What follows belongs to an exercise in optimizing a design on an open flow for small area; a production flow would make more cautious choices.
Function was checked by simulation only, so behaviour that the tests miss may differ from the original.
Power and IR drop assume default switching activity.

### design/flow/flow/run.sh
#!/bin/bash
set -o pipefail
export BUFFER_PORTS_ARGS="-buffer_cell sky130_fd_sc_hd__buf_1"
export CTS_ARGS="-sink_clustering_enable -repair_clock_nets -dont_use_dummy_load -buf_list sky130_fd_sc_hd__clkbuf_16 -sink_clustering_size 40"
bash standard.sh > standard.log 2>&1
### design/flow/standard.sh
#!/bin/bash
# synth_recipe.tcl (not shown) runs the flow's synth.tcl, then flattens the netlist and writes it again
# the make line also repeats each setting of config.mk as NAME=value (left out here)
make -C /OpenROAD-flow-scripts/flow DESIGN_CONFIG=/design/flow/config.mk WORK_HOME=/design/flow/orfs CLKGATE_MAP_FILE= SYNTH_SCRIPT=/design/flow/synth_recipe.tcl "${@:-finish}"
### design/flow/config.mk
export PLATFORM = sky130hd
export DESIGN_NAME = AHB_master
export DESIGN_NICKNAME = AHB_master
export VERILOG_FILES = /design/flow/design.v
export SDC_FILE = /design/flow/constraint.sdc
export NUM_CORES = 4
export LEC_CHECK = 0
export CAP_MARGIN = 20
export CORE_MARGIN = 2
export CORE_UTILIZATION = 40
export CTS_BUF_LIST = sky130_fd_sc_hd__clkbuf_8
export SLEW_MARGIN = 20
### design/flow/constraint.sdc
create_clock -name core_clock -period 4.0 [get_ports {HCLK}]
set_input_delay 0.8000 -clock core_clock [delete_from_list [all_inputs] [get_ports {HCLK}]]
set_output_delay 0.8000 -clock core_clock [all_outputs]
set_load 0.01 [all_outputs]
### design/flow/design.v
module AHB_master(
	input wire HCLK,
	input wire HRESET_n,
	input wire d_EN,
	input wire d_busy,
	input wire d_write,
	input wire [31:0] d_wdata,
	input wire [2:0] d_burst,
	input wire [31:0] d_addr,
	input wire [2:0] d_size,
	input wire d_burst_stop,
	input wire HREADY,
	input wire HRESP,
	input wire [31:0] HRDATA,
	output reg [31:0] HADDR,
	output reg [2:0] HBURST,
	output reg [2:0] HSIZE,
	output reg [1:0] HTRANS,
	output reg [31:0] HWDATA,
	output reg HWRITE
);
	reg [31:0] pending_data;  
	reg [4:0] burst_count;    
	wire st_idle = (HTRANS == 2'b00);
	wire st_busy = (HTRANS == 2'b01);
	wire act     = HTRANS[1];
	wire hb_zero = (HBURST == 3'b000);
	wire hb_incr = (HBURST == 3'b001);
	wire st_burst = act & ~hb_zero;
	wire err = HRESP & ~HREADY;
	reg cnt_hit;
	always @(*) begin
		case (HBURST)
			3'b011: cnt_hit = (burst_count == 5'd4);
			3'b101: cnt_hit = (burst_count == 5'd8);
			3'b111: cnt_hit = (burst_count == 5'd16);
			default: cnt_hit = (burst_count == 5'd0);
		endcase
	end
	wire endc = hb_incr ? d_burst_stop : cnt_hit;
	wire busy_stop = ~d_busy & hb_incr & d_burst_stop & ~HREADY;
	wire load = st_idle
	          | (act & ~hb_zero & ((HREADY & endc) | err))
	          | (act & hb_zero & (HREADY | HRESP))
	          | (st_busy & (err | busy_stop));
	wire step = st_burst & HREADY & ~endc;
	wire bstep = st_busy & ~err & ~d_busy & ~busy_stop;
	wire go = d_EN & ~err;
	wire [1:0] new_trans = go ? (((|d_burst) & d_busy) ? 2'b01 : 2'b10) : 2'b00;
	wire [7:0] sz;    
	wire [8:0] ones;  
	genvar k;
	generate
		for (k = 0; k < 8; k = k + 1) begin : g_sz
			assign sz[k] = (HSIZE == k);
		end
	endgenerate
	assign ones[0] = sz[0];
	generate
		for (k = 1; k < 9; k = k + 1) begin : g_ones
			if (k < 8)
				assign ones[k] = sz[k] | (ones[k-1] & HADDR[k-1]);
			else
				assign ones[k] = ones[k-1] & HADDR[k-1];
		end
	endgenerate
	wire [7:0] blk;  
	wire [7:0] cin;  
	generate
		for (k = 0; k < 8; k = k + 1) begin : g_blk
			assign blk[k] = &HADDR[4*k+3:4*k];
		end
	endgenerate
	assign cin[0] = sz[0];
	assign cin[1] = ones[4];
	assign cin[2] = ones[8];
	generate
		for (k = 3; k < 8; k = k + 1) begin : g_cin
			assign cin[k] = cin[k-1] & blk[k-1];
		end
	endgenerate
	wire [31:0] tog;
	generate
		for (k = 0; k < 32; k = k + 1) begin : g_tog
			if (k % 4 == 0)
				assign tog[k] = step & cin[k/4];
			else if (k < 8)
				assign tog[k] = (step & sz[k]) | (tog[k-1] & HADDR[k-1]);
			else
				assign tog[k] = tog[k-1] & HADDR[k-1];
		end
	endgenerate
	always @(posedge HCLK or negedge HRESET_n) begin
		if (!HRESET_n) begin
			HTRANS <= 2'b0;
			HWRITE <= 1'b0;
			HADDR <= 32'b0;
			HSIZE <= 3'b0;
			HBURST <= 3'b0;
			HWDATA <= 32'b0;
		end else begin
			if (act & HREADY & HWRITE)
				HWDATA <= pending_data;
			if (load) begin
				HWRITE <= d_write;
				HADDR <= d_addr;
				HBURST <= d_burst;
				HSIZE <= d_size;
				HTRANS <= new_trans;
			end else begin
				HADDR <= HADDR ^ tog;
			end
			if (step) begin
				HTRANS <= d_busy ? 2'b01 : 2'b11;
			end else if (~load & bstep) begin
				HTRANS <= (burst_count == 5'd0) ? 2'b10 : 2'b11;
			end
		end
	end
	always @(posedge HCLK) begin
		if (load | step)
			pending_data <= d_wdata;
		if (load)
			burst_count <= {4'b0, ~d_busy};
		else if ((step & ~d_busy) | bstep)
			burst_count <= burst_count + 5'd1;
	end
endmodule
==> results of run 1 <==
-- layer usage --
layer	up-vias	track usage, %	share of wire, %	wire length, um
met4	0	7.317	2.2	220
met5	-	0	0	0
met1	1623	21.43	46	4670
met2	133	25.31	44	4493
met3	16	4.606	8.0	819
li1	1670	-	-	-
-- cell usage after synthesis (4+ instances only) --
master	instances	area [um^2]
edfxtp_1	33	991.0
buf_4	4	30.03
dfrtp_1	73	1827
inv_1	10	37.54
a21oi_1	5	25.02
mux2_2	34	382.9
nand2b_1	4	25.02
nand3_1	7	35.03
nor2_1	10	37.54
ha_1	26	325.3
nand2_1	99	371.6
dfxtp_1	4	80.08
nand4_1	8	50.05
mux2i_1	4	40.04
o21ai_0	14	70.07
buf_2	4	20.02
nor3_1	4	20.02
xnor2_1	6	52.55
clkbuf_1	5	18.77
-- placed cells by master, fill, tap and decap left out, types with 3 or more instances in the layout --
cell | Yosys | routed
a21oi_1 | 5 | 5
buf_1 | 2 | 149
buf_4 | 4 | 7
clkbuf_16 | 0 | 9
dfrtp_1 | 73 | 73
dfxtp_1 | 4 | 4
edfxtp_1 | 33 | 33
ha_1 | 26 | 26
inv_1 | 10 | 10
mux2_2 | 34 | 34
mux2i_1 | 4 | 4
nand2_1 | 99 | 99
nand2b_1 | 4 | 4
nand3_1 | 7 | 7
nand4_1 | 8 | 8
nor2_1 | 10 | 10
nor3_1 | 4 | 4
nor4_1 | 3 | 3
nor4bb_1 | 3 | 3
o21ai_0 | 14 | 14
xnor2_1 | 6 | 6
-- power by group through the flow --
| stage | logic, uW | registers [uW] | clock network [uW] |
|---|---|---|---|
| 2_1_floorplan | 949 | 2160 | 0 |
| 3_3_place_gp | 1640 | 2030 | 0 |
| 3_5_place_dp | 1670 | 2050 | 0 |
| 4_1_cts | 1680 | 2030 | 772 |
| 5_1_grt | 1850 | 2100 | 815 |
| 6_report | 1640 | 2030 | 741 |
-- cells by family (layout without fill, tap and decap cells) --
logic type	count (synthesis)	after routing	share of synthesized area, %
mux	38	38	8.923
flops	110	110	61.14
buf+inv	26	175	2.508
simple gates	148	148	14.15
xor+xnor	6	6	1.109
compound gates	38	38	5.306
fa+ha+maj	26	26	6.864
-- per-stage QoR --
step | instances | utilization, % | total power, uW | hold slack (ns)
final | 684 | 49.65 | 4410 | 0.4765
after global routing | 684 | 49.65 | 4761 | 0.4967
after CTS | 684 | 49.65 | 4479 | 0.4782
after detailed placement | 675 | 47.68 | 3721 | 0.4644
after global placement | 675 | 47.68 | 3670 | 0.4568
after floorplan | 392 | - | 3107 | 0.4554
-- flip-flops by register name (all words and copies together), names as in the netlist --
register,count
HTRANS,2
HSIZE,3
HADDR,32
pending_data,32
burst_count,5
HWRITE,1
HBURST,3
HWDATA,32
-- layout make-up --
class,instances,share of cell area [%]
Multi-Input combinational cell,256,30.59
Tap cell,143,3.143
Sequential cell,110,50.90
Inverter,10,0.6593
Clock buffer,9,3.956
Timing Repair Buffer,156,10.75
-- worst max-delay path by stage --
stage                               from        to  slack (ns)  cells after the start
after floorplan                HTRANS[1]  HADDR[3]        0.66                      5
after CTS                 burst_count[0]  HADDR[3]        0.77                     17
final                     burst_count[0]  HADDR[3]        0.80                     17
after detailed placement    d_burst_stop  HADDR[3]        0.70                     16
after global placement      d_burst_stop  HADDR[3]        0.80                     16
after global routing      burst_count[0]  HADDR[3]        0.56                     17
-- critical path: cells and delay by family (launching register included) --
kind | cells | cell delay [ns]
compound gates | 5 | 0.70
fa+ha+maj | 4 | 0.80
buf+inv | 3 | 0.38
simple gates | 5 | 0.84
flops | 1 | 0.42
==> flow_metrics.py, run 1 <==
metrics = {
    "clock_tree": {
        "cts.clk_slew.worst_paths_ns": 0.06,
        "clockBufferDepth": 2,
        "cts_hold_buf": 0,
        "cts-root-buf": "clkbuf_16",
        "cts_resized": 0,
        "cts_buffers": 9,
        "cts_setup_buffers": 0,
        "clk_latency_ns": 0.34,
        "ctsHtreeMaxLevel": 3,
        "cts_num_sinks": 110,
        "cts_tree": "built",
    },
    "place": {
        "io_buffers": 150,
        "pre_cts_ws_ns": 0.7017,
        "dpl-instance-area_um2": 5468,
        "dp_hpwl_um": 7293,
        "gp_congestion": 0.8029,
    },
    "min_path": {
        "hold_end": "HWDATA[0]",
        "holdCritStartpoint": "pending_data[0]",
        "min_path_type": "flop to flop",
        "holdPathStages": 1,
    },
    "job": {
        "drv_cap": 0,
    },
    "floorplan": {
        "die_w_um": 112.9,
        "pin_count": 183,
        "start_util_pct": 41.33,
        "core_um2": 11470,
        "die_y_um": 112.9,
        "num_rows": 39,
        "die_area_um2": 12740,
    },
    "yosys": {
        "ys_types": 46,
        "async_flop_share_pct": 66.36,
        "netlist_area_um2": 4740,
        "synthCells": 392,
        "syn_avg_cell_area_um2": 12.09,
        "synth-seq-cells": 110,
        "synth-edff-count": 33,
        "syn_nets": 528,
        "ys.flop_type": "dfrtp_1",
        "synth_seq_area_share_pct": 61.14,
        "synth_warnings": 1,
    },
    "timing": {
        "tightest_slew_ns": 0.9595,
        "skew_ns": 0.01072,
        "setup_tns_ns": 0,
        "post-route-period-util_pct": 79.89,
        "setup_viol": 0,
        "layout_setup_ws_ns": 0.8046,
        "relSlewSlack_pct": 36.03,
        "fin_crit_ns": 3.195,
        "hold_violations": 0,
        "slew_viol_final": 0,
        "fmax_ghz": 0.3129,
        "rsz0062_at_grt": "false",
    },
    "global_route": {
        "grt_pass1_wl_um": 16420,
        "antenna_found_initial": 0,
        "grt_max_degree": 74,
        "grt_pass1_vias": 3417,
        "grt-ovfl-total": 0,
        "grt_usage_pct": 16.32,
    },
    "worst_setup_path": {
        "crit_type": "flop to flop",
        "r2r_cells": 17,
        "r2r_end": "HADDR[3]",
        "reg2reg_slack_ns": 0.80,
        "cp.required_ns": 4.27,
        "max_stage_delay_ns": 0.42,
        "critPathMaxFanout": 15,
        "cp.arrival_ns": 3.47,
        "crit_chain": "inv_1 > ha_1 > nor4b_1 > o22ai_1 > nand4b_2 > buf_4 > nor4_1 > ha_1 > inv_1 > o41ai_1 > ha_1 > o21bai_1 > ha_1 > nor2_1 > o21ai_0 > o32a_1 > nand3_1",
        "worstSetupStartpointType": "flop",
        "reg2reg_from": "burst_count[0]",
        "slowest_stage": "edfxtp_1",
        "critical_path.most_common_cell": "ha_1",
        "endpoint_kind": "flop",
    },
    "pwr": {
        "switching_power_uw": 1672,
        "p_seq_share_pct": 46.0,
        "swShare_pct": 37.91,
        "powerDensity_nw_per_um2": 774.7,
        "p_clk_share_pct": 16.8,
        "power_frac_comb_pct": 37.2,
        "peakVddDrop_uv": 432.3,
        "p_leak_uw": 0.002428,
        "internal-power_uw": 2738,
    },
    "route": {
        "drt-initial-drc-count": 199,
        "drt_wl_total_um": 10200,
        "final_antenna_net_count": 0,
        "viasPerCell": 5.032,
        "first_pass_iters": 4,
        "vias": 3442,
        "drc": 0,
        "wl_per_cell_um": 14.92,
    },
    "cells_and_area": {
        "fillers": 1048,
        "final_nets": 679,
        "layout-drive-gt1-share_pct": 10.35,
        "multi_input_area_um2": 1742,
        "regArea_um2": 2898,
        "diodes": 0,
        "synthToLayoutAreaGrowth_pct": 20.12,
        "final_cell_area_um2": 5693,
    },
    "status": {
        "status": "complete, no violations",
    },
}
==> run 2: changes to the inputs <==
==> design/flow/flow/run.sh (replaced) <==
#!/bin/bash
set -o pipefail
export BUFFER_PORTS_ARGS="-buffer_cell sky130_fd_sc_hd__buf_1"
export CTS_ARGS="-sink_clustering_enable -repair_clock_nets -buf_list sky130_fd_sc_hd__clkbuf_8 -dont_use_dummy_load"
bash standard.sh > standard.log 2>&1
--- a/design/flow/config.mk
+++ b/design/flow/config.mk
@@ -10,3 +10,4 @@
 export CORE_UTILIZATION = 40
 export CTS_BUF_LIST = sky130_fd_sc_hd__clkbuf_8
+export GPL_TIMING_DRIVEN = 0
 export SLEW_MARGIN = 20
==> run 2 against run 1 <==
Effect of this change: first-iteration DRC count shrank 27%; synthesized cell count is the same; global-route usage grew 1.4 points; register-to-register slack lost 0.31 ns; clock-buffer cell count is the same; combinational power grew 6%; largest power group unchanged; final cell count grew 1.9%.
==> flow_metrics.py, run 2 <==
metrics = {
    "floorplan": {
        "num_rows": 39,
        "die_w_um": 112.9,
        "core_um2": 11470,
        "die_y_um": 112.9,
        "start_util_pct": 41.33,
        "pin_count": 183,
        "die_area_um2": 12740,
    },
    "global_route": {
        "grt-ovfl-total": 0,
        "grt_pass1_wl_um": 17630,
        "antenna_found_initial": 0,
        "grt_usage_pct": 17.75,
        "grt_max_degree": 29,
        "grt_pass1_vias": 3610,
    },
    "worst_setup_path": {
        "critical_path.most_common_cell": "ha_1",
        "cpLargestDelayFamily": "simple AND/OR/NAND/NOR gates",
        "cp.required_ns": 4.32,
        "cp_num_buf_inv": 3,
        "crit_chain": "inv_1 > ha_1 > nor4b_1 > o22ai_1 > nand4b_2 > clkbuf_1 > nor4_1 > ha_1 > inv_1 > o41ai_1 > ha_1 > o21bai_1 > ha_1 > nor2_1 > o21ai_0 > o32a_1 > nand3_1",
        "critPathMaxFanout": 10,
        "max_stage_delay_ns": 0.45,
        "r2r_cells": 17,
        "cp.arrival_ns": 3.82,
        "worst-path-stages": 17,
        "crit_type": "flop to flop",
        "worstSetupStartpointType": "flop",
        "slowest_stage": "clkbuf_1",
        "endpoint_kind": "flop",
    },
    "place": {
        "gp_congestion": 0.7705,
        "dp_cells": 688,
        "io_buffers": 150,
        "dp_hpwl_um": 8152,
    },
    "timing": {
        "skew_ns": 0.01879,
        "slew_viol_final": 0,
        "fin_crit_ns": 3.505,
        "post-route-period-util_pct": 87.63,
        "hold_violations": 0,
        "rsz0062_at_grt": "false",
        "holdWs_ns": 0.4053,
        "tightest_slew_ns": 0.6644,
        "relSlewSlack_pct": 55.69,
        "setup_tns_ns": 0,
        "fmax_ghz": 0.2853,
        "setup_viol": 0,
    },
    "route": {
        "wl_per_cell_um": 15.42,
        "first_pass_iters": 4,
        "drt-initial-drc-count": 146,
        "vias": 3479,
        "drc": 0,
        "final_antenna_net_count": 0,
        "drt_wl_total_um": 10750,
        "viasPerCell": 4.991,
    },
    "yosys": {
        "yosysTopAreaCellShare_pct": 38.54,
        "synth_most_common_cell": "nand2_1",
        "async_flop_share_pct": 66.36,
        "synth-compound-area-share_pct": 5.306,
        "synth-edff-count": 33,
        "synth_seq_area_share_pct": 61.14,
        "syn_avg_cell_area_um2": 12.09,
        "netlist_area_um2": 4740,
        "ys.flop_type": "dfrtp_1",
        "synth_fa_ha_area_share_pct": 6.864,
        "synth_commonest_cells": "nand2_1 (99), dfrtp_1 (73), mux2_2 (34), edfxtp_1 (33), ha_1 (26)",
        "yosys.area_share.simple_pct": 14.15,
        "muxShareOfSynthArea_pct": 8.923,
        "synthTopCellsByArea": "dfrtp_1 (39%), edfxtp_1 (21%), mux2_2 (8.1%), nand2_1 (7.8%), ha_1 (6.9%)",
        "syn_nets": 528,
        "synth-seq-cells": 110,
        "synth_warnings": 1,
        "synth_top_family_by_area": "simple AND/OR/NAND/NOR gates",
        "synthCells": 392,
        "ys_types": 46,
        "synth_area_leader_cell": "dfrtp_1",
        "synth_xor_area_share_pct": 1.109,
    },
    "cells_and_area": {
        "layout-drive-gt1-share_pct": 11.01,
        "fin_cells": 697,
        "fillers": 1080,
        "diodes": 0,
        "final_cell_mix": "buf_1 (151), nand2_1 (99), dfrtp_1 (73)",
        "synthToLayoutAreaGrowth_pct": 20.09,
        "final_common_cell": "buf_1",
        "reg_top3": "HADDR (32), HWDATA (32), pending_data (32)",
        "final_nets": 692,
    },
    "pwr": {
        "p_leak_uw": 0.002432,
        "powerDensity_nw_per_um2": 753.9,
        "power.total_uw": 4291,
        "peakVddDrop_uv": 448.1,
    },
    "clock_tree": {
        "cts_resized": 0,
        "cts_tree": "built",
        "cts_num_sinks": 110,
        "cts_hold_buf": 0,
        "cts_buffers": 9,
        "cts-root-buf": "clkbuf_8",
        "clk_latency_ns": 0.38,
        "clockBufferDepth": 2,
        "cts_setup_buffers": 0,
        "cts.clk_slew.worst_paths_ns": 0.10,
        "ctsHtreeMaxLevel": 3,
    },
    "status": {
        "status": "complete, no violations",
    },
    "min_path": {
        "min_path_type": "input pin to async pin",
    },
    "job": {
        "drv_cap": 0,
    },
}
==> run 2: kinds of logic (layout without fill, tap and decap cells) <==
group | after synthesis | count (layout)
xor gates and xnor gates | 6 | 6
AOI/OAI and AO/OA | 38 | 38
DFF | 110 | 110
and+or+nand+nor | 148 | 148
adders and majority gates | 26 | 26
muxes | 38 | 38
buffers and inverters | 26 | 188
==> run 2: layer usage <==
metal  up-vias  wire, um  track usage (%)
li1       1701         -                -
met1      1641      4690            21.68
met2       127      5075            29.50
met3        10       846            6.642
met4         0       136            5.203
met5         -         0                0
==> run 2: worst paths after layout <==
path,endpoint,start,slack [ns]
setup / recovery,HADDR[3],burst_count[0],0.49
max in group asynchronous,HADDR[12],HRESET_n,2.81
hold reg to reg,HWDATA[29],pending_data[29],0.46
min in group core_clock,HWDATA[29],pending_data[29],0.46
hold / removal,HWDATA[14],HRESET_n,0.41
setup reg to reg,HADDR[3],burst_count[0],0.49
==> run 2: worst reg2reg max path, stage by stage (launching register included) <==
cell and delay, ns:
edfxtp_1 0.43, inv_1 0.11, ha_1 0.22, nor4b_1 0.40, o22ai_1 0.21, nand4b_2 0.23, clkbuf_1 0.45, nor4_1 0.10
ha_1 0.20, inv_1 0.05, o41ai_1 0.07, ha_1 0.19, o21bai_1 0.15, ha_1 0.21, nor2_1 0.08, o21ai_0 0.08
o32a_1 0.19, nand3_1 0.08
==> run 2: layout make-up <==
type	count	area [um^2]	area share (%)
multi-input cells	256	1740	30.58
flip-flops and latches	110	2898	50.91
inverters	10	37.54	0.6595
clock buffers	9	123.9	2.176
well taps	143	178.9	3.144
plain buffers	16	81.33	1.429
repair buffers	153	631.9	11.10
==> run 2: power breakdown <==
group	internal, uW	switching [uW]	leakage [uW]
sequential	1680	332	0.00124
clock	203	335	0.0000647
combinational	707	1030	0.00113
total	2590	1700	0.00243
==> run 2: through the flow <==
step                      utilization (%)  worst slack [ns]  instance area (um^2)
final                               49.63            0.4946                  5692
after global routing                49.63            0.1087                  5692
after CTS                           49.63            0.4860                  5692
after detailed placement            48.55            0.3847                  5568
after global placement              47.80            -1.002                  5482
after floorplan                         -            0.6570                  4740
==> run 3: changes to the inputs <==
--- a/design/flow/config.mk
+++ b/design/flow/config.mk
@@ -8,6 +8,5 @@
 export CAP_MARGIN = 20
 export CORE_MARGIN = 2
-export CORE_UTILIZATION = 40
+export CORE_UTILIZATION = 65
 export CTS_BUF_LIST = sky130_fd_sc_hd__clkbuf_8
-export GPL_TIMING_DRIVEN = 0
 export SLEW_MARGIN = 20
==> run 3 against run 2 <==
Effect of this change: total power fell by 2.5%; worst setup slack improved by 0.30 ns; global-route usage rose by 6.2 points; critical path type unchanged; synthesized area did not move; largest power group unchanged; design area fell by 2.6%; via count fell by 1.5%; non-clock buffer count fell by 12; clock-buffer cell count did not move; sequential power barely moved; synthesized cell count did not move; die area fell by 37%.
==> flow_metrics.py, run 3 <==
metrics = {
    "clock_tree": {
        "clk_latency_ns": 0.37,
        "clockBufferDepth": 2,
        "cts_num_sinks": 110,
        "cts_buffers": 9,
        "cts_resized": 0,
        "cts_setup_buffers": 0,
        "cts-root-buf": "clkbuf_8",
        "cts_hold_buf": 0,
        "cts.clk_slew.worst_paths_ns": 0.11,
        "ctsHtreeMaxLevel": 3,
        "cts_tree": "built",
    },
    "cells_and_area": {
        "diodes": 0,
        "fillers": 527,
        "final_nets": 680,
        "regArea_um2": 2898,
        "layout-drive-gt1-share_pct": 10.33,
        "reg_top3": "HADDR (32), HWDATA (32), pending_data (32)",
        "synthToLayoutAreaGrowth_pct": 16.95,
        "multi_input_area_um2": 1740,
        "fin_cells": 641,
        "final_common_cell": "buf_1",
        "final_cell_mix": "buf_1 (149), nand2_1 (99), dfrtp_1 (73)",
    },
    "worst_setup_path": {
        "cp.required_ns": 4.29,
        "cp.arrival_ns": 3.49,
        "max_stage_delay_ns": 0.43,
        "cpLargestDelayFamily": "simple AND/OR/NAND/NOR gates",
        "critPathMaxFanout": 10,
        "crit_type": "flop to flop",
        "critical_path.most_common_cell": "ha_1",
        "endpoint_kind": "flop",
        "slowest_stage": "edfxtp_1",
        "worstSetupStartpointType": "flop",
        "cp_num_buf_inv": 3,
        "crit_chain": "inv_1 > ha_1 > nor4b_1 > o22ai_1 > nand4b_2 > buf_4 > nor4_1 > ha_1 > inv_1 > o41ai_1 > ha_1 > o21bai_1 > ha_1 > nor2_1 > o21ai_0 > o32a_1 > nand3_1",
    },
    "pwr": {
        "powerDensity_nw_per_um2": 754.7,
        "peakVddDrop_uv": 437.6,
        "p_leak_uw": 0.002386,
        "power.total_uw": 4183,
    },
    "yosys": {
        "synthCells": 392,
        "synth_seq_area_share_pct": 61.14,
        "synth_warnings": 1,
        "synth-seq-cells": 110,
        "synth_area_leader_cell": "dfrtp_1",
        "synth_commonest_cells": "nand2_1 (99), dfrtp_1 (73), mux2_2 (34), edfxtp_1 (33), ha_1 (26)",
        "synth_most_common_cell": "nand2_1",
        "netlist_area_um2": 4740,
        "synthTopCellsByArea": "dfrtp_1 (39%), edfxtp_1 (21%), mux2_2 (8.1%), nand2_1 (7.8%), ha_1 (6.9%)",
        "ys.flop_type": "dfrtp_1",
        "syn_nets": 528,
        "async_flop_share_pct": 66.36,
        "syn_avg_cell_area_um2": 12.09,
        "ys_types": 46,
        "synth-edff-count": 33,
        "yosysTopAreaCellShare_pct": 38.54,
    },
    "global_route": {
        "grt-ovfl-total": 0,
        "grt_pass1_wl_um": 14730,
        "antenna_found_initial": 0,
        "grt_max_degree": 74,
        "grt_usage_pct": 23.94,
        "grt_pass1_vias": 3237,
    },
    "place": {
        "dp_cells": 632,
        "gp_congestion": 0.8414,
        "io_buffers": 150,
        "pre_cts_ws_ns": 0.7041,
        "dp_hpwl_um": 6791,
    },
    "route": {
        "drt-initial-drc-count": 178,
        "drt_wl_total_um": 9319,
        "final_antenna_net_count": 0,
        "wl_per_cell_um": 14.54,
        "first_pass_iters": 4,
        "viasPerCell": 5.345,
        "drc": 0,
        "vias": 3426,
    },
    "floorplan": {
        "pin_count": 183,
        "core_um2": 7137,
        "start_util_pct": 66.41,
        "num_rows": 31,
        "die_w_um": 89.39,
        "die_y_um": 89.39,
        "die_area_um2": 7991,
    },
    "timing": {
        "layout_setup_ws_ns": 0.7936,
        "setup_tns_ns": 0,
        "post-route-period-util_pct": 80.16,
        "fin_crit_ns": 3.206,
        "setup_viol": 0,
        "hold_violations": 0,
        "fmax_ghz": 0.3119,
        "tightest_slew_ns": 0.9023,
        "slew_viol_final": 0,
        "relSlewSlack_pct": 39.84,
        "rsz0062_at_grt": "false",
        "skew_ns": 0.03070,
    },
    "job": {
        "drv_cap": 0,
    },
    "status": {
        "status": "complete, no violations",
    },
    "min_path": {
        "min_path_type": "flop to flop",
    },
}
run 3: final timing paths:
kind / from / to / slack [ns] / cells past startpoint
worst max-delay path: burst_count[0] / HADDR[3] / 0.79 / 17
worst min-delay path: pending_data[28] / HWDATA[28] / 0.46 / 1
worst max register to register: burst_count[0] / HADDR[3] / 0.79 / 17
worst min register to register: pending_data[28] / HWDATA[28] / 0.46 / 1
max in group asynchronous: HRESET_n / HADDR[8] / 2.84 / 1
min in group asynchronous: HRESET_n / HWDATA[24] / 0.57 / 1
run 3: cell type report:
type,instances,share of cell area [%]
multi-input cells,256,31.40
well taps,99,2.235
repair buffers,157,11.17
clock buffers,9,2.235
flip-flops and latches,110,52.28
inverters,10,0.6772
run 3: kinds of logic after synthesis:
group / Yosys count / share of synthesized area, %
AO/OA/AOI/OAI: 38 / 5.306
XOR/XNOR: 6 / 1.109
adder cells (fa/ha/maj): 26 / 6.864
buffers and inverters: 26 / 2.508
flip-flops: 110 / 61.14
multiplexers: 38 / 8.923
AND/OR/NAND/NOR: 148 / 14.15
run 3: where the power goes:
group | switching (uW) | total [uW] | internal, uW
logic | 970 | 1630 | 662
clock network | 317 | 520 | 203
registers | 349 | 2030 | 1680
total | 1640 | 4180 | 2550
run 3: routing by layer:
metal | up-vias | wire length, um | track usage (%)
met1 | 1622 | 4058 | 32.70
met3 | 8 | 763 | 5.817
met2 | 126 | 4412 | 38.11
li1 | 1670 | - | -
met4 | 0 | 85 | 7.734
met5 | - | 0 | 0
run 3: stage by stage:
stage | area, um^2 | hold slack, ns | utilization [%]
5_1_grt | 5543 | 0.4833 | 77.66
4_1_cts | 5543 | 0.4659 | 77.66
6_report | 5543 | 0.4600 | 77.66
3_5_place_dp | 5419 | 0.4639 | 75.93
3_3_place_gp | 5419 | 0.4577 | 75.93
2_1_floorplan | 4740 | 0.4554 | -
==> run 4: changes to the inputs <==
--- a/design/flow/config.mk
+++ b/design/flow/config.mk
@@ -8,5 +8,5 @@
 export CAP_MARGIN = 20
 export CORE_MARGIN = 2
-export CORE_UTILIZATION = 65
+export CORE_UTILIZATION = 40
 export CTS_BUF_LIST = sky130_fd_sc_hd__clkbuf_8
 export SLEW_MARGIN = 20
==> run 4 against run 3 <==
Effect of this change: still clean on timing, DRC and antenna; sequential share of layout area is 0.46 points lower; design area rose by 0.88%; worst setup slack gained 0.017 ns; core utilization shrank 29 points; flip-flop and latch count unchanged; synthesized cell count did not move; synthesized area stayed put; hold slack better by 0.020 ns; via count grew 0.47%; critical endpoint unchanged; largest power group unchanged.
==> flow_metrics.py, run 4 <==
metrics = {
    "cells_and_area": {
        "reg_top3": "HADDR (32), HWDATA (32), pending_data (32)",
        "final_nets": 679,
        "final_cell_mix": "buf_1 (149), nand2_1 (99), dfrtp_1 (73)",
        "final_cell_area_um2": 5592,
        "regArea_um2": 2898,
        "synthToLayoutAreaGrowth_pct": 17.98,
        "fillers": 1060,
        "fin_util_pct": 48.76,
        "diodes": 0,
        "final_common_cell": "buf_1",
        "fin_cells": 684,
        "multi_input_area_um2": 1742,
        "layout-drive-gt1-share_pct": 10.35,
    },
    "yosys": {
        "synth_most_common_cell": "nand2_1",
        "synth-compound-area-share_pct": 5.306,
        "synthCells": 392,
        "netlist_area_um2": 4740,
        "synth_top_family_by_area": "simple AND/OR/NAND/NOR gates",
        "synth_xor_area_share_pct": 1.109,
        "syn_nets": 528,
        "synth_fa_ha_area_share_pct": 6.864,
        "ys.flop_type": "dfrtp_1",
        "synth_seq_area_share_pct": 61.14,
        "ys_types": 46,
        "yosysTopAreaCellShare_pct": 38.54,
        "synth-edff-count": 33,
        "synth_commonest_cells": "nand2_1 (99), dfrtp_1 (73), mux2_2 (34), edfxtp_1 (33), ha_1 (26)",
        "synth_area_leader_cell": "dfrtp_1",
        "muxShareOfSynthArea_pct": 8.923,
        "synth_warnings": 1,
        "syn_avg_cell_area_um2": 12.09,
        "synth-seq-cells": 110,
        "async_flop_share_pct": 66.36,
        "yosys.area_share.simple_pct": 14.15,
        "synthTopCellsByArea": "dfrtp_1 (39%), edfxtp_1 (21%), mux2_2 (8.1%), nand2_1 (7.8%), ha_1 (6.9%)",
    },
    "clock_tree": {
        "clk_latency_ns": 0.37,
        "cts_resized": 0,
        "cts_buffers": 9,
        "clockBufferDepth": 2,
        "cts_tree": "built",
        "cts_hold_buf": 0,
        "cts_setup_buffers": 0,
        "cts-root-buf": "clkbuf_8",
        "cts_num_sinks": 110,
        "ctsHtreeMaxLevel": 3,
        "cts.clk_slew.worst_paths_ns": 0.08,
    },
    "timing": {
        "post-route-period-util_pct": 79.73,
        "relSlewSlack_pct": 36.05,
        "slew_viol_final": 0,
        "setup_viol": 0,
        "fmax_ghz": 0.3136,
        "setup_tns_ns": 0,
        "hold_violations": 0,
        "fin_crit_ns": 3.189,
        "rsz0062_at_grt": "false",
        "tightest_slew_ns": 0.9592,
        "skew_ns": 0.01725,
    },
    "route": {
        "drt-initial-drc-count": 212,
        "final_antenna_net_count": 0,
        "viasPerCell": 5.032,
        "wl_per_cell_um": 14.91,
        "drc": 0,
        "first_pass_iters": 4,
        "drt_wl_total_um": 10200,
        "vias": 3442,
    },
    "floorplan": {
        "die_w_um": 112.9,
        "core_um2": 11470,
        "pin_count": 183,
        "die_area_um2": 12740,
        "start_util_pct": 41.33,
        "die_y_um": 112.9,
        "num_rows": 39,
    },
    "global_route": {
        "antenna_found_initial": 0,
        "grt_usage_pct": 16.26,
        "grt_max_degree": 74,
        "grt_pass1_wl_um": 16370,
        "grt_pass1_vias": 3411,
        "grt-ovfl-total": 0,
    },
    "status": {
        "status": "complete, no violations",
    },
    "worst_setup_path": {
        "max_stage_delay_ns": 0.43,
        "worstSetupStartpointType": "flop",
        "cp.arrival_ns": 3.49,
        "endpoint_kind": "flop",
        "slowest_stage": "edfxtp_1",
        "critPathMaxFanout": 15,
        "crit_type": "flop to flop",
        "crit_chain": "inv_1 > ha_1 > nor4b_1 > o22ai_1 > nand4b_2 > buf_4 > nor4_1 > ha_1 > inv_1 > o41ai_1 > ha_1 > o21bai_1 > ha_1 > nor2_1 > o21ai_0 > o32a_1 > nand3_1",
        "critical_path.most_common_cell": "ha_1",
        "cp.required_ns": 4.30,
    },
    "place": {
        "dp_cells": 675,
        "gp_congestion": 0.8029,
        "io_buffers": 150,
        "dpl-instance-area_um2": 5468,
        "dp_hpwl_um": 7293,
    },
    "pwr": {
        "p_leak_uw": 0.002382,
        "powerDensity_nw_per_um2": 749.1,
        "peakVddDrop_uv": 373.9,
        "power.total_uw": 4189,
    },
    "job": {
        "drv_cap": 0,
    },
    "min_path": {
        "min_path_type": "flop to flop",
    },
}
[run 4: cell types whose count changed in the layout (fill, tap and decap cells not counted), sizes merged]
cell,before,now
buf,157,156
[run 4: area by class of cell]
cell class,count,share of cell area (%)
clock buffers,9,2.215
inverters,10,0.6713
multi-input cells,256,31.15
flip-flops and latches,110,51.82
well taps,143,3.200
repair buffers,156,10.94
[run 4: logic make-up after synthesis]
kind of cell | count (synthesis)
DFF | 110
and+or+nand+nor | 148
xor gates and xnor gates | 6
buffers and inverters | 26
muxes | 38
adders and majority gates | 26
AOI/OAI and AO/OA | 38
[run 4: power breakdown]
group	switching [uW]	internal (uW)	leakage, uW
clock	323	203	0.0000647
sequential	346	1680	0.00124
combinational	979	656	0.00108
[run 4: stage by stage]
step	worst slack, ns	hold WS [ns]
floorplan	0.6570	0.4554
global placement	0.7960	0.4568
detailed placement	0.7017	0.4644
CTS	0.7683	0.4835
global route	0.5637	0.5016
finish	0.8108	0.4799
[run 4: final timing paths]
path | from | endpoint | slack, ns | cells past startpoint
max | burst_count[0] | HADDR[3] | 0.81 | 17
min reg2reg | pending_data[0] | HWDATA[0] | 0.48 | 1
max in group asynchronous | HRESET_n | HADDR[18] | 2.78 | 1
max reg2reg | burst_count[0] | HADDR[3] | 0.81 | 17
min | pending_data[0] | HWDATA[0] | 0.48 | 1
min in group asynchronous | HRESET_n | HWDATA[14] | 0.57 | 1
[run 4: per-layer routing]
layer / share of wire, % / vias to the layer above / wire length [um] / global-route usage (%)
met5: 0 / - / 0 / 0
met4: 2.0 / 0 / 200 / 7.073
met3: 8.4 / 14 / 852 / 4.874
met2: 44 / 129 / 4455 / 24.91
met1: 46 / 1633 / 4689 / 21.54
li1: - / 1666 / - / -
[run 4: critical path: cells and delay by family, from the launching register on]
kind / cells / cell delay [ns]
buffers and inverters: 3 / 0.38
and+or+nand+nor: 5 / 0.83
AOI/OAI and AO/OA: 5 / 0.70
DFF: 1 / 0.43
adders and majority gates: 4 / 0.81
==> run 5: changes to the inputs <==
--- a/design/flow/config.mk
+++ b/design/flow/config.mk
@@ -6,7 +6,7 @@
 export NUM_CORES = 4
 export LEC_CHECK = 0
-export CAP_MARGIN = 20
+export CAP_MARGIN = 0
 export CORE_MARGIN = 2
 export CORE_UTILIZATION = 40
 export CTS_BUF_LIST = sky130_fd_sc_hd__clkbuf_8
-export SLEW_MARGIN = 20
+export SLEW_MARGIN = 0
==> run 5 against run 4 <==
Effect of this change: critical endpoint unchanged; still clean on timing, DRC and antenna; critical path type unchanged; synthesized area is the same; clock skew about the same; maximum frequency hardly changed; critical path depth unchanged; largest cell class unchanged.
==> flow_metrics.py, run 5 <==
metrics = {
    "worst_setup_path": {
        "crit_type": "flop to flop",
        "cpLargestDelayFamily": "simple AND/OR/NAND/NOR gates",
        "worstSetupStartpointType": "flop",
        "crit_chain": "inv_1 > ha_1 > nor4b_1 > o22ai_1 > nand4b_2 > buf_4 > nor4_1 > ha_1 > inv_1 > o41ai_1 > ha_1 > o21bai_1 > ha_1 > nor2_1 > o21ai_0 > o32a_1 > nand3_1",
        "cp_num_buf_inv": 3,
        "cp.arrival_ns": 3.49,
        "slowest_stage": "edfxtp_1",
        "endpoint_kind": "flop",
        "cp.required_ns": 4.30,
        "critical_path.most_common_cell": "ha_1",
        "critPathMaxFanout": 15,
        "max_stage_delay_ns": 0.43,
    },
    "yosys": {
        "synthCells": 392,
        "synth_most_common_cell": "nand2_1",
        "syn_nets": 528,
        "synth_seq_area_share_pct": 61.14,
        "yosysTopAreaCellShare_pct": 38.54,
        "syn_avg_cell_area_um2": 12.09,
        "synthTopCellsByArea": "dfrtp_1 (39%), edfxtp_1 (21%), mux2_2 (8.1%), nand2_1 (7.8%), ha_1 (6.9%)",
        "ys.flop_type": "dfrtp_1",
        "netlist_area_um2": 4740,
        "synth-seq-cells": 110,
        "async_flop_share_pct": 66.36,
        "synth_area_leader_cell": "dfrtp_1",
        "ys_types": 46,
        "synth_commonest_cells": "nand2_1 (99), dfrtp_1 (73), mux2_2 (34), edfxtp_1 (33), ha_1 (26)",
        "synth_warnings": 1,
        "synth-edff-count": 33,
    },
    "place": {
        "gp_congestion": 0.8029,
        "dp_cells": 675,
        "dp_hpwl_um": 7293,
        "io_buffers": 150,
    },
    "timing": {
        "hold_violations": 0,
        "relSlewSlack_pct": 30.69,
        "slew_viol_final": 0,
        "setup_viol": 0,
        "skew_ns": 0.01725,
        "rsz0062_at_grt": "false",
        "fin_crit_ns": 3.187,
        "post-route-period-util_pct": 79.68,
        "fmax_ghz": 0.3137,
        "holdWs_ns": 0.4799,
        "setup_tns_ns": 0,
        "tightest_slew_ns": 1.040,
    },
    "clock_tree": {
        "cts_setup_buffers": 0,
        "cts_buffers": 9,
        "cts_tree": "built",
        "ctsHtreeMaxLevel": 3,
        "cts_resized": 0,
        "clk_latency_ns": 0.37,
        "cts-root-buf": "clkbuf_8",
        "cts_num_sinks": 110,
        "cts_hold_buf": 0,
        "clockBufferDepth": 2,
        "cts.clk_slew.worst_paths_ns": 0.08,
    },
    "floorplan": {
        "die_w_um": 112.9,
        "pin_count": 183,
        "die_y_um": 112.9,
        "num_rows": 39,
        "start_util_pct": 41.33,
        "core_um2": 11470,
        "die_area_um2": 12740,
    },
    "pwr": {
        "p_seq_share_pct": 48.4,
        "swShare_pct": 39.37,
        "p_leak_uw": 0.002381,
        "power_frac_comb_pct": 39.0,
        "powerDensity_nw_per_um2": 749.2,
        "internal-power_uw": 2540,
        "p_clk_share_pct": 12.6,
        "peakVddDrop_uv": 373.9,
        "switching_power_uw": 1649,
    },
    "job": {
        "drv_cap": 0,
    },
    "global_route": {
        "grt_pass1_wl_um": 16370,
        "grt_max_degree": 74,
        "grt_pass1_vias": 3411,
        "grt-ovfl-total": 0,
        "antenna_found_initial": 0,
        "grt_usage_pct": 16.26,
    },
    "route": {
        "first_pass_iters": 4,
        "wl_per_cell_um": 14.90,
        "drc": 0,
        "vias": 3443,
        "final_antenna_net_count": 0,
        "viasPerCell": 5.034,
        "drt-initial-drc-count": 210,
        "drt_wl_total_um": 10190,
    },
    "cells_and_area": {
        "synthToLayoutAreaGrowth_pct": 17.98,
        "final_cell_mix": "buf_1 (149), nand2_1 (99), dfrtp_1 (73)",
        "fin_cells": 684,
        "diodes": 0,
        "final_nets": 679,
        "final_common_cell": "buf_1",
        "layout-drive-gt1-share_pct": 10.35,
        "reg_top3": "HADDR (32), HWDATA (32), pending_data (32)",
    },
    "status": {
        "status": "complete, no violations",
    },
    "min_path": {
        "min_path_type": "flop to flop",
    },
}
run 5: cell counts after synthesis:
Identical to the previous run, type by type.
run 5: power groups by stage:
stage / Clock [uW] / Sequential (uW) / Combinational [uW]
global route: 599 / 2090 / 1850
detailed placement: 0 / 2050 / 1670
CTS: 552 / 2030 / 1680
global placement: 0 / 2030 / 1640
floorplan: 0 / 2160 / 949
finish: 527 / 2030 / 1640
run 5: per-layer routing:
layer / wire [um] / vias up / part of all wire [%] / global-route usage (%)
li1: - / 1667 / - / -
met2: 4455 / 129 / 44 / 24.91
met3: 854 / 14 / 8.4 / 4.874
met4: 200 / 0 / 2.0 / 7.073
met5: 0 / - / 0 / 0
met1: 4682 / 1633 / 46 / 21.54
run 5: worst paths after layout:
path                            slack, ns          to  depth (start not counted)             from
worst min-delay path                 0.48   HWDATA[0]                          1  pending_data[0]
worst max-delay path                 0.81    HADDR[3]                         17   burst_count[0]
worst min register to register       0.48   HWDATA[0]                          1  pending_data[0]
min in group asynchronous            0.62  HWDATA[14]                          1         HRESET_n
worst max register to register       0.81    HADDR[3]                         17   burst_count[0]
max in group asynchronous            2.68   HADDR[18]                          1         HRESET_n
run 5: kinds of logic after synthesis:
kind of cell	after synthesis	synth area share, %
xor gates and xnor gates	6	1.109
AOI/OAI and AO/OA	38	5.306
adders and majority gates	26	6.864
and+or+nand+nor	148	14.15
muxes	38	8.923
DFF	110	61.14
buffers and inverters	26	2.508
run 5: metrics by stage:
| stage | setup WS [ns] | cell area [um^2] | power (uW) | util, % |
|---|---|---|---|---|
| 6_report | 0.8127 | 5592 | 4189 | 48.76 |
| 5_1_grt | 0.5637 | 5592 | 4540 | 48.76 |
| 4_1_cts | 0.7683 | 5592 | 4253 | 48.76 |
| 3_5_place_dp | 0.7017 | 5468 | 3721 | 47.68 |
| 3_3_place_gp | 0.7960 | 5468 | 3670 | 47.68 |
| 2_1_floorplan | 0.6570 | 4740 | 3107 | - |
run 5: final cells by class:
cell class / count / area, um^2
clock buffers: 9 / 123.9
fillers: 1060 / 5876
inverters: 10 / 37.54
multi-input cells: 256 / 1742
flip-flops and latches: 110 / 2898
well taps: 143 / 178.9
repair buffers: 156 / 611.8
==> run 6: changes to the inputs <==
==> design/flow/flow/run.sh (replaced) <==
#!/bin/bash
# The standard layout with three changes: abc maps the logic with an
# area-oriented script (flow/area.abc), ports get the smallest buffer, and
# CTS uses clkbuf_8 without dummy loads.
set -o pipefail
here=$(pwd)
export AREA_ABC_SCRIPT=$here/flow/area.abc
export BUFFER_PORTS_ARGS="-buffer_cell sky130_fd_sc_hd__buf_1"
export CTS_ARGS="-sink_clustering_enable -repair_clock_nets -buf_list sky130_fd_sc_hd__clkbuf_8 -dont_use_dummy_load"
sed "s#SYNTH_SCRIPT=[^ ]*#SYNTH_SCRIPT=$here/flow/my_synth.tcl#" standard.sh > my_standard.sh
bash my_standard.sh > standard.log 2>&1
==> design/flow/flow/area.abc (new file) <==
strash
&get -n
&st
&dch
&nf -R 1000
&put
topo
==> design/flow/flow/my_synth.tcl (new file) <==
proc synth {args} { yosys synth -nofsm -noshare {*}$args }
# synth_recipe.tcl with one change: abc maps with flow/area.abc instead of ORFS's script.
proc abc {args} { set i [lsearch $args -script]; if {$i >= 0} { lset args [expr {$i+1}] $::env(AREA_ABC_SCRIPT) }; yosys abc {*}$args }
source $::env(SCRIPTS_DIR)/synth.tcl
# left out here: clear keep_hierarchy, flatten, clean up, hide names made inside functions, write 1_2_yosys.v
--- a/design/flow/config.mk
+++ b/design/flow/config.mk
@@ -6,7 +6,7 @@
 export NUM_CORES = 4
 export LEC_CHECK = 0
-export CAP_MARGIN = 0
+export CAP_MARGIN = 20
 export CORE_MARGIN = 2
 export CORE_UTILIZATION = 40
 export CTS_BUF_LIST = sky130_fd_sc_hd__clkbuf_8
-export SLEW_MARGIN = 0
+export SLEW_MARGIN = 20
==> run 6 against run 5 <==
Effect of this change: total power decreased by 1.4%; synthesized cell count fell by 17%; synthesized area shrank 2.6%; via count down 7.6%; sequential share of layout area is 0.60 points higher; global-route usage is 0.16 points higher; routed wire length down 5.5%; hold slack worse by 0.029 ns; flip-flop and latch count stayed put; clock skew grew 0.0059 ns; clock-buffer cell count stayed put; first-iteration DRC count down 36%.
==> flow_metrics.py, run 6 <==
metrics = {
    "worst_setup_path": {
        "crit_end": "HADDR[30]",
        "cp.arrival_ns": 3.71,
        "cp-startpoint": "HSIZE[1]",
        "crit_type": "flop to flop",
        "worstSetupStartpointType": "flop",
        "reg2reg_from": "HSIZE[1]",
        "endpoint_kind": "flop",
        "r2r_cells": 20,
        "critPathMaxFanout": 6,
        "cp.required_ns": 4.24,
        "r2r_end": "HADDR[30]",
        "reg2reg_slack_ns": 0.53,
    },
    "floorplan": {
        "core_um2": 11320,
        "pin_count": 183,
        "die_area_um2": 12420,
        "die_y_um": 111.5,
        "die_w_um": 111.5,
        "num_rows": 39,
        "start_util_pct": 40.79,
    },
    "place": {
        "pre_cts_ws_ns": 0.5076,
        "dpl-instance-area_um2": 5404,
        "dp_hpwl_um": 6865,
        "io_buffers": 150,
        "gp_congestion": 0.8228,
    },
    "route": {
        "viasPerCell": 5.068,
        "vias": 3183,
        "final_antenna_net_count": 0,
        "drt_wl_total_um": 9634,
        "first_pass_iters": 4,
        "drt-initial-drc-count": 134,
        "drc": 0,
        "wl_per_cell_um": 15.34,
    },
    "clock_tree": {
        "ctsHtreeMaxLevel": 3,
        "clockBufferDepth": 2,
        "cts-root-buf": "clkbuf_8",
        "cts_resized": 0,
        "cts_setup_buffers": 0,
        "cts.clk_slew.worst_paths_ns": 0.10,
        "cts_buffers": 9,
        "cts_tree": "built",
        "cts_hold_buf": 0,
        "clk_latency_ns": 0.37,
        "cts_num_sinks": 110,
    },
    "timing": {
        "hold_violations": 0,
        "fmax_ghz": 0.2882,
        "setup_tns_ns": 0,
        "setup_viol": 0,
        "skew_ns": 0.02320,
        "post-route-period-util_pct": 86.74,
        "slew_viol_final": 0,
        "fin_crit_ns": 3.470,
        "relSlewSlack_pct": 35.57,
        "layout_setup_ws_ns": 0.5302,
        "rsz0062_at_grt": "false",
        "tightest_slew_ns": 0.9665,
    },
    "yosys": {
        "ys.flop_type": "dfrtp_1",
        "synth-edff-count": 33,
        "synthCells": 324,
        "syn_nets": 460,
        "yosysTopAreaCellShare_pct": 39.56,
        "synth_warnings": 1,
        "ys_types": 37,
        "synth-seq-cells": 110,
        "async_flop_share_pct": 66.36,
        "synth_commonest_cells": "dfrtp_1 (73), mux2_1 (61), edfxtp_1 (33), ha_1 (26), nand2_1 (26)",
        "synth_seq_area_share_pct": 62.75,
        "syn_avg_cell_area_um2": 14.25,
        "netlist_area_um2": 4618,
        "synth_area_leader_cell": "dfrtp_1",
        "synth_most_common_cell": "dfrtp_1",
        "synthTopCellsByArea": "dfrtp_1 (40%), edfxtp_1 (21%), mux2_1 (15%), ha_1 (7.0%), nand2_1 (2.1%)",
    },
    "cells_and_area": {
        "diodes": 0,
        "fin_util_pct": 48.83,
        "final_nets": 623,
        "regArea_um2": 2898,
        "layout-drive-gt1-share_pct": 3.299,
        "fillers": 1070,
        "final_cell_area_um2": 5528,
        "multi_input_area_um2": 1703,
        "synthToLayoutAreaGrowth_pct": 19.70,
        "final_cell_mix": "buf_1 (149), dfrtp_1 (73), mux2_1 (61)",
        "reg_top3": "HADDR (32), HWDATA (32), pending_data (32)",
        "final_common_cell": "buf_1",
    },
    "global_route": {
        "grt_pass1_vias": 3333,
        "grt_usage_pct": 16.43,
        "grt_util_met3_pct": 7.295,
        "grt_max_degree": 74,
        "antenna_found_initial": 0,
        "grt-ovfl-total": 0,
        "grt_pass1_wl_um": 16180,
        "gr-usage-met2_pct": 25.81,
        "use_met1_pct": 20.15,
        "top_usage_layer": "met2",
    },
    "pwr": {
        "peakVddDrop_uv": 418.7,
        "powerDensity_nw_per_um2": 747.6,
        "p_leak_uw": 0.002209,
    },
    "min_path": {
        "min_path_type": "flop to flop",
    },
    "job": {
        "drv_cap": 0,
    },
    "status": {
        "status": "complete, no violations",
    },
}
run 6: cell count changes after synthesis, moves of 3 or more:
| cell | delta |
|---|---|
| nand2b_1 | -3 |
| mux2i_1 | -3 |
| nand4_1 | -4 |
| buf_2 | -4 |
| nand2_1 | -73 |
| clkbuf_1 | -5 |
| nor3_1 | +4 |
| buf_4 | -3 |
| inv_1 | -10 |
| o21ai_0 | +4 |
| mux2_1 | +61 |
| clkinv_1 | +6 |
| mux2_2 | -34 |
run 6: how the worst min path moves through the flow:
stage                          start          to  slack [ns]  cells after the start
floorplan            pending_data[0]   HWDATA[0]        0.43                      1
global placement    pending_data[26]  HWDATA[26]        0.43                      1
detailed placement  pending_data[22]  HWDATA[22]        0.44                      1
CTS                 pending_data[29]  HWDATA[29]        0.44                      1
global route        pending_data[29]  HWDATA[29]        0.47                      1
finish              pending_data[29]  HWDATA[29]        0.45                      1
run 6: report_power, final:
part | internal [uW] | switching (uW) | total, uW
sequential | 1750 | 336 | 2090
combinational | 611 | 906 | 1520
clock | 203 | 325 | 528
run 6: cell families after synthesis:
| family | after synthesis | synth area share (%) |
|---|---|---|
| DFF | 110 | 62.75 |
| and+or+nand+nor | 73 | 7.749 |
| muxes | 62 | 15.09 |
| AOI/OAI and AO/OA | 38 | 5.202 |
| adders and majority gates | 26 | 7.044 |
| xor gates and xnor gates | 8 | 1.517 |
| buffers and inverters | 7 | 0.6503 |
run 6: final cells by class:
type,count,area share [%]
Clock buffer,9,2.241
Tap cell,143,3.237
Inverter,6,0.4074
Multi-Input combinational cell,207,30.81
Timing Repair Buffer,153,10.89
Sequential cell,110,52.42
run 6: worst max-delay path: stages, from the launching register on:
cell,delay [ns]
dfrtp_1,0.43
clkinv_1,0.16
nor3_1,0.23
o21ai_0,0.12
o21ai_0,0.08
nand2_1,0.07
o31ai_1,0.09
nand2_1,0.09
nand2_1,0.07
nand2_1,0.05
nand2_1,0.06
nand2_1,0.04
o21ai_0,0.07
nand2_1,0.10
nor3_1,0.29
nand3_1,0.23
nor4_1,0.33
ha_1,0.21
ha_1,0.14
ha_1,0.21
mux2_1,0.27
run 6: stage by stage:
stage / hold WS [ns] / power [uW] / instances
floorplan: 0.4322 / 3022 / 324
global placement: 0.4349 / 3611 / 619
detailed placement: 0.4422 / 3684 / 619
CTS: 0.4447 / 4228 / 628
global route: 0.4659 / 4496 / 628
finish: 0.4505 / 4132 / 628
run 6: metal layers:
metal  part of all wire, %  up-vias
met1                    43     1531
met5                     0        -
li1                      -     1521
met2                    46      116
met4                   2.0        0
met3                   9.2       15
==> run 7: changes to the inputs <==
==> design/flow/flow/area.abc (replaced) <==
strash
&get -n
&st
&syn2
&dch -f
&nf -R 1000
&put
topo
==> run 7 against run 6 <==
Effect of this change: maximum frequency up 0.50%; via count down 3.6%; final cell count down 1.1%; clock power about the same; routed wire length down 6.1%; critical path type unchanged.
==> flow_metrics.py, run 7 <==
metrics = {
    "status": {
        "status": "complete, no violations",
    },
    "cells_and_area": {
        "fin_util_pct": 48.57,
        "synthToLayoutAreaGrowth_pct": 19.96,
        "regArea_um2": 2898,
        "final_nets": 616,
        "multi_input_area_um2": 1640,
        "reg_top3": "HADDR (32), HWDATA (32), pending_data (32)",
        "final_cell_mix": "buf_1 (149), dfrtp_1 (73), mux2_1 (61)",
        "diodes": 0,
        "final_common_cell": "buf_1",
        "layout-drive-gt1-share_pct": 3.347,
        "fillers": 1071,
    },
    "yosys": {
        "synth_warnings": 1,
        "synthCells": 316,
        "ys.flop_type": "dfrtp_1",
        "synth-edff-count": 33,
        "synthTopCellsByArea": "dfrtp_1 (40%), edfxtp_1 (22%), mux2_1 (15%), ha_1 (7.1%), o21ai_0 (2.3%)",
        "ys_types": 33,
        "synth_most_common_cell": "dfrtp_1",
        "synth_area_leader_cell": "dfrtp_1",
        "synth_commonest_cells": "dfrtp_1 (73), mux2_1 (61), edfxtp_1 (33), ha_1 (26), o21ai_0 (21)",
        "synth-seq-cells": 110,
        "syn_nets": 452,
        "synth_seq_area_share_pct": 63.49,
        "yosysTopAreaCellShare_pct": 40.02,
        "syn_avg_cell_area_um2": 14.44,
        "async_flop_share_pct": 66.36,
        "netlist_area_um2": 4564,
    },
    "pwr": {
        "powerDensity_nw_per_um2": 755.5,
        "swShare_pct": 37.79,
        "p_leak_uw": 0.002178,
        "power_frac_comb_pct": 36.4,
        "p_clk_share_pct": 12.7,
        "p_seq_share_pct": 50.8,
        "switching_power_uw": 1563,
        "peakVddDrop_uv": 411.0,
        "internal-power_uw": 2573,
    },
    "route": {
        "vias": 3068,
        "wl_per_cell_um": 14.56,
        "drt-initial-drc-count": 177,
        "viasPerCell": 4.940,
        "first_pass_iters": 4,
        "drt_wl_total_um": 9044,
        "final_antenna_net_count": 0,
        "drc": 0,
    },
    "timing": {
        "relSlewSlack_pct": 35.92,
        "setup_viol": 0,
        "setup_tns_ns": 0,
        "hold_violations": 0,
        "post-route-period-util_pct": 86.31,
        "fin_crit_ns": 3.452,
        "fmax_ghz": 0.2897,
        "skew_ns": 0.01944,
        "rsz0062_at_grt": "false",
        "tightest_slew_ns": 0.9612,
        "slew_viol_final": 0,
    },
    "global_route": {
        "grt_pass1_vias": 3077,
        "grt_pass1_wl_um": 15180,
        "grt_util_met3_pct": 4.866,
        "grt_max_degree": 74,
        "gr-usage-met2_pct": 23.35,
        "grt_usage_pct": 15.46,
        "antenna_found_initial": 0,
        "top_usage_layer": "met2",
        "use_met1_pct": 20.83,
        "grt-ovfl-total": 0,
    },
    "clock_tree": {
        "cts_setup_buffers": 0,
        "cts.clk_slew.worst_paths_ns": 0.10,
        "cts_num_sinks": 110,
        "clk_latency_ns": 0.37,
        "clockBufferDepth": 2,
        "ctsHtreeMaxLevel": 3,
        "cts-root-buf": "clkbuf_8",
        "cts_resized": 0,
        "cts_hold_buf": 0,
        "cts_buffers": 9,
        "cts_tree": "built",
    },
    "min_path": {
        "holdCritStartpoint": "pending_data[1]",
        "min_path_type": "flop to flop",
    },
    "worst_setup_path": {
        "worstSetupStartpointType": "flop",
        "critPathMaxFanout": 12,
        "cp.required_ns": 4.25,
        "reg2reg_from": "HSIZE[1]",
        "cp-startpoint": "HSIZE[1]",
        "crit_type": "flop to flop",
        "cp.arrival_ns": 3.71,
        "endpoint_kind": "flop",
    },
    "place": {
        "io_buffers": 150,
        "dp_hpwl_um": 6507,
        "gp_congestion": 0.8259,
    },
    "floorplan": {
        "start_util_pct": 40.49,
        "pin_count": 183,
        "die_w_um": 110.8,
        "num_rows": 39,
        "core_um2": 11270,
        "die_area_um2": 12280,
        "die_y_um": 110.8,
    },
    "job": {
        "drv_cap": 0,
    },
}
==> run 7: cell count changes after synthesis, moves of 3 or more <==
cell | before | now
clkinv_1 | 6 | 10
nand2_1 | 26 | 19
o21ai_0 | 18 | 21
nand4_1 | 4 | 7
==> run 7: final cells by class <==
cell class / count / share of cell area (%)
clock buffer: 9 / 2.262
multi-input combinational: 195 / 29.96
tap: 143 / 3.268
inverter: 10 / 0.6856
timing repair buffer: 154 / 10.90
sequential: 110 / 52.93
==> run 7: cell families (layout without fill, tap and decap cells) <==
| kind of cell | Yosys count | after routing | share of synthesized area (%) |
|---|---|---|---|
| adders and majority gates | 26 | 26 | 7.127 |
| buffers and inverters | 11 | 173 | 0.9870 |
| and+or+nand+nor | 58 | 58 | 6.113 |
| AOI/OAI and AO/OA | 40 | 40 | 5.318 |
| DFF | 110 | 110 | 63.49 |
| xor gates and xnor gates | 10 | 10 | 1.919 |
| muxes | 61 | 61 | 15.05 |
==> run 7: per-layer routing <==
metal  share of wire, %  vias up
li1                   -     1484
met1                 47     1459
met2                 43      113
met3                7.7       12
met4                1.8        0
met5                  0        -
==> run 7: power groups by stage <==
stage / registers, uW / logic, uW / clock network [uW]
after floorplan: 2250 / 785 / 0
after global placement: 2100 / 1520 / 0
after detailed placement: 2130 / 1550 / 0
after CTS: 2110 / 1550 / 555
after global routing: 2180 / 1700 / 595
final: 2100 / 1510 / 525
==> run 7: per-stage QoR <==
| stage | power, uW | hold WS, ns | cell area (um^2) | std cells | setup WS [ns] |
|---|---|---|---|---|---|
| detailed placement | 3678 | 0.4410 | 5351 | 612 | 0.5150 |
| global placement | 3616 | 0.4337 | 5351 | 612 | 0.5583 |
| global route | 4470 | 0.4772 | 5475 | 621 | 0.2583 |
| CTS | 4216 | 0.4605 | 5475 | 621 | 0.5385 |
| finish | 4137 | 0.4530 | 5475 | 621 | 0.5476 |
| floorplan | 3031 | 0.4322 | 4571 | 316 | 0.1096 |
==> run 7: path summary, 6_finish.rpt <==
path	end	slack [ns]	cells after the start
worst max-delay path	HADDR[30]	0.55	15
worst min-delay path	HWDATA[1]	0.45	1
worst max register to register	HADDR[30]	0.55	15
worst min register to register	HWDATA[1]	0.45	1
max in group asynchronous	HADDR[6]	2.79	1
min in group asynchronous	HADDR[31]	0.57	1
==> run 7: critical path, stage by stage (launching register included) <==
cell	delay [ns]
dfrtp_1	0.55
a21oi_1	0.12
nor3_1	0.20
o21ai_0	0.11
o21ai_0	0.17
nand3_1	0.09
o21ai_0	0.09
nand2_1	0.09
nor2_1	0.17
nand3_1	0.19
nor4_1	0.50
and3_1	0.24
ha_1	0.14
ha_1	0.15
ha_1	0.23
mux2_1	0.28
==> run 8: changes to the inputs <==
==> design/flow/flow/area.abc (replaced) <==
strash
&get -n
&st
&syn2
&dch -f
&nf -R 1000
&put
strash
&get -n
&st
&syn2
&dch -f
&nf -R 1000
&put
topo
==> run 8 against run 7 <==
Effect of this change: non-clock buffer count up 1; highest routed layer unchanged; routed wire length up 3.5%; register-to-register slack worse by 0.15 ns; maximum frequency down 4.1%; worst setup slack worse by 0.15 ns; synthesized cell count down 0.63%.
==> flow_metrics.py, run 8 <==
metrics = {
    "clock_tree": {
        "cts_tree": "built",
        "clk_latency_ns": 0.38,
        "cts_setup_buffers": 0,
        "ctsHtreeMaxLevel": 3,
        "cts-root-buf": "clkbuf_8",
        "cts_resized": 0,
        "cts_buffers": 9,
        "cts_num_sinks": 110,
        "cts.clk_slew.worst_paths_ns": 0.09,
        "clockBufferDepth": 2,
        "cts_hold_buf": 0,
    },
    "cells_and_area": {
        "final_cell_area_um2": 5473,
        "layout-drive-gt1-share_pct": 3.564,
        "reg_top3": "HADDR (32), HWDATA (32), pending_data (32)",
        "synthToLayoutAreaGrowth_pct": 19.84,
        "fillers": 1055,
        "regArea_um2": 2898,
        "diodes": 0,
        "final_cell_mix": "buf_1 (149), dfrtp_1 (73), mux2_1 (62)",
        "final_common_cell": "buf_1",
        "final_nets": 615,
        "multi_input_area_um2": 1642,
    },
    "yosys": {
        "synth-seq-cells": 110,
        "synth_commonest_cells": "dfrtp_1 (73), mux2_1 (62), edfxtp_1 (33), ha_1 (26), nand2_1 (18)",
        "synth_seq_area_share_pct": 63.45,
        "synth_most_common_cell": "dfrtp_1",
        "synthCells": 314,
        "ys.flop_type": "dfrtp_1",
        "synth-edff-count": 33,
        "netlist_area_um2": 4567,
        "synth_warnings": 1,
        "synth_area_leader_cell": "dfrtp_1",
        "async_flop_share_pct": 66.36,
        "syn_avg_cell_area_um2": 14.54,
        "ys_types": 36,
        "synthTopCellsByArea": "dfrtp_1 (40%), edfxtp_1 (22%), mux2_1 (15%), ha_1 (7.1%), o21ai_0 (1.9%)",
        "syn_nets": 450,
        "yosysTopAreaCellShare_pct": 40.00,
    },
    "route": {
        "drt-initial-drc-count": 137,
        "final_antenna_net_count": 0,
        "first_pass_iters": 4,
        "viasPerCell": 4.966,
        "drc": 0,
        "wl_per_cell_um": 15.09,
        "drt_wl_total_um": 9357,
        "vias": 3079,
    },
    "floorplan": {
        "die_y_um": 110.9,
        "num_rows": 39,
        "pin_count": 183,
        "die_w_um": 110.9,
        "core_um2": 11270,
        "die_area_um2": 12290,
        "start_util_pct": 40.52,
    },
    "place": {
        "dp_hpwl_um": 6696,
        "gp_congestion": 0.8160,
        "io_buffers": 150,
        "dpl-instance-area_um2": 5349,
    },
    "worst_setup_path": {
        "r2r_end": "HADDR[30]",
        "reg2reg_slack_ns": 0.40,
        "cp-startpoint": "HSIZE[1]",
        "crit_type": "flop to flop",
        "cp.arrival_ns": 3.84,
        "critPathMaxFanout": 9,
        "cp.required_ns": 4.24,
        "reg2reg_from": "HSIZE[1]",
        "endpoint_kind": "flop",
        "worstSetupStartpointType": "flop",
        "r2r_cells": 12,
    },
    "pwr": {
        "p_leak_uw": 0.002223,
        "p_seq_share_pct": 51.7,
        "switching_power_uw": 1404,
        "internal-power_uw": 2404,
        "swShare_pct": 36.88,
        "p_clk_share_pct": 14.0,
        "power_frac_comb_pct": 34.3,
        "peakVddDrop_uv": 350.6,
        "powerDensity_nw_per_um2": 695.8,
    },
    "min_path": {
        "hold_end": "HWDATA[12]",
        "min_path_type": "flop to flop",
        "holdPathStages": 1,
        "holdCritStartpoint": "pending_data[12]",
    },
    "global_route": {
        "grt_pass1_vias": 3270,
        "grt_pass1_wl_um": 15610,
        "grt_usage_pct": 16.15,
        "grt-ovfl-total": 0,
        "antenna_found_initial": 0,
        "grt_max_degree": 74,
    },
    "job": {
        "drv_cap": 0,
    },
    "timing": {
        "relSlewSlack_pct": 36.34,
        "setup_viol": 0,
        "hold_violations": 0,
        "slew_viol_final": 0,
        "post-route-period-util_pct": 90.02,
        "rsz0062_at_grt": "false",
        "fin_crit_ns": 3.601,
        "tightest_slew_ns": 0.9550,
        "fmax_ghz": 0.2777,
        "skew_ns": 0.02218,
        "setup_tns_ns": 0,
    },
    "status": {
        "status": "complete, no violations",
    },
}
## run 8: cell count changes in the layout (fill, tap and decap cells not counted), moves of 2 or more
cell and delta:
nor2_1 +4, o21ai_0 -4, a21oi_1 +3, clkinv_1 -3, nor3_1 -3, a21o_1 +2, o221ai_1 -2
## run 8: how the worst max path moves through the flow
stage	endpoint	slack (ns)
2_1_floorplan	pending_data[0]	0.18
3_3_place_gp	HADDR[30]	0.41
3_5_place_dp	HADDR[30]	0.36
4_1_cts	HADDR[30]	0.33
5_1_grt	HADDR[30]	0.06
6_report	HADDR[30]	0.40
## run 8: cell type report
type	count	area share, %
flip-flops and latches	110	52.95
multi-input cells	196	30.00
repair buffers	155	11.04
well taps	143	3.269
clock buffers	9	2.263
inverters	7	0.4801
## run 8: worst max-delay path: stages (launching register included)
cell       delay, ns
dfrtp_1         0.48
o21ai_0         0.12
a2111oi_0       0.57
nor2_1          0.09
o32ai_1         0.29
nand3_1         0.22
nor4_1          0.47
and3_1          0.28
and3_1          0.18
ha_1            0.15
ha_1            0.14
ha_1            0.21
mux2_1          0.28
## run 8: power by group through the flow
| stage | registers [uW] | logic [uW] | clock network [uW] |
|---|---|---|---|
| after global routing | 2040 | 1470 | 600 |
| final | 1970 | 1310 | 535 |
| after global placement | 1960 | 1310 | 0 |
| after CTS | 1980 | 1350 | 558 |
| after detailed placement | 1990 | 1340 | 0 |
| after floorplan | 2110 | 645 | 0 |
## run 8: cells by family after synthesis
group | Yosys count | share of synthesized area, %
AOI/OAI and AO/OA | 38 | 5.042
muxes | 63 | 15.51
DFF | 110 | 63.45
buffers and inverters | 8 | 0.7399
and+or+nand+nor | 59 | 6.219
xor gates and xnor gates | 10 | 1.918
adders and majority gates | 26 | 7.123
## run 8: per-layer routing
layer / vias to the layer above / track usage, % / wire length (um)
li1: 1478 / - / -
met1: 1486 / 19.75 / 4058
met2: 103 / 25.85 / 4370
met3: 12 / 5.631 / 748
met4: 0 / 7.333 / 179
met5: - / 0 / 0
## run 8: through the flow
| step | power, uW | utilization (%) | instances | hold WS, ns | setup WS (ns) |
|---|---|---|---|---|---|
| 2_1_floorplan | 2756 | - | 314 | 0.4322 | 0.1830 |
| 3_3_place_gp | 3276 | 47.45 | 611 | 0.4341 | 0.4129 |
| 3_5_place_dp | 3335 | 47.45 | 611 | 0.4437 | 0.3574 |
| 4_1_cts | 3880 | 48.55 | 620 | 0.4644 | 0.3264 |
| 5_1_grt | 4107 | 48.55 | 620 | 0.4755 | 0.06139 |
| 6_report | 3808 | 48.55 | 620 | 0.4533 | 0.3992 |

separate check: timing with driven ports:
In the flow no input, the clock included, has a driving cell. The finished layouts below were timed again as built, in two steps.
Step 1, drivers: a clkbuf_16 drives HCLK and a buf_2 each remaining input, both assumed.
Step 2 times the ports against the registers' clock, not the clock port: input delays grow and output delays shrink by t, the midpoint of the rising clock arrivals with the driver on.
Three values: ideal ports, drivers, drivers and shift; two values: the first two.
run	t, ns	setup slack, ns	slew at the worst register clock pin (ns)	worst slew at a driven data input, ns
run 1	0.370	0.805 / 0.805 / 0.712	0.07 / 0.07	0.06
run 2	0.400	0.495 / 0.495 / 0.421	0.10 / 0.10	0.05
run 3	0.382	0.794 / 0.794 / 0.648	0.11 / 0.11	0.05
run 4	0.388	0.811 / 0.811 / 0.710	0.09 / 0.09	0.06
run 5	0.388	0.813 / 0.813 / 0.712	0.09 / 0.09	0.06
run 6	0.396	0.530 / 0.530 / 0.530	0.10 / 0.10	0.05
run 7	0.392	0.548 / 0.548 / 0.522	0.10 / 0.10	0.06
run 8	0.395	0.399 / 0.399 / 0.399	0.10 / 0.10	0.06
After both steps every run listed still meets setup and hold. The setup slack of run 3, which loses most, moves by 0.000 ns with the drivers and by -0.146 ns with both steps.
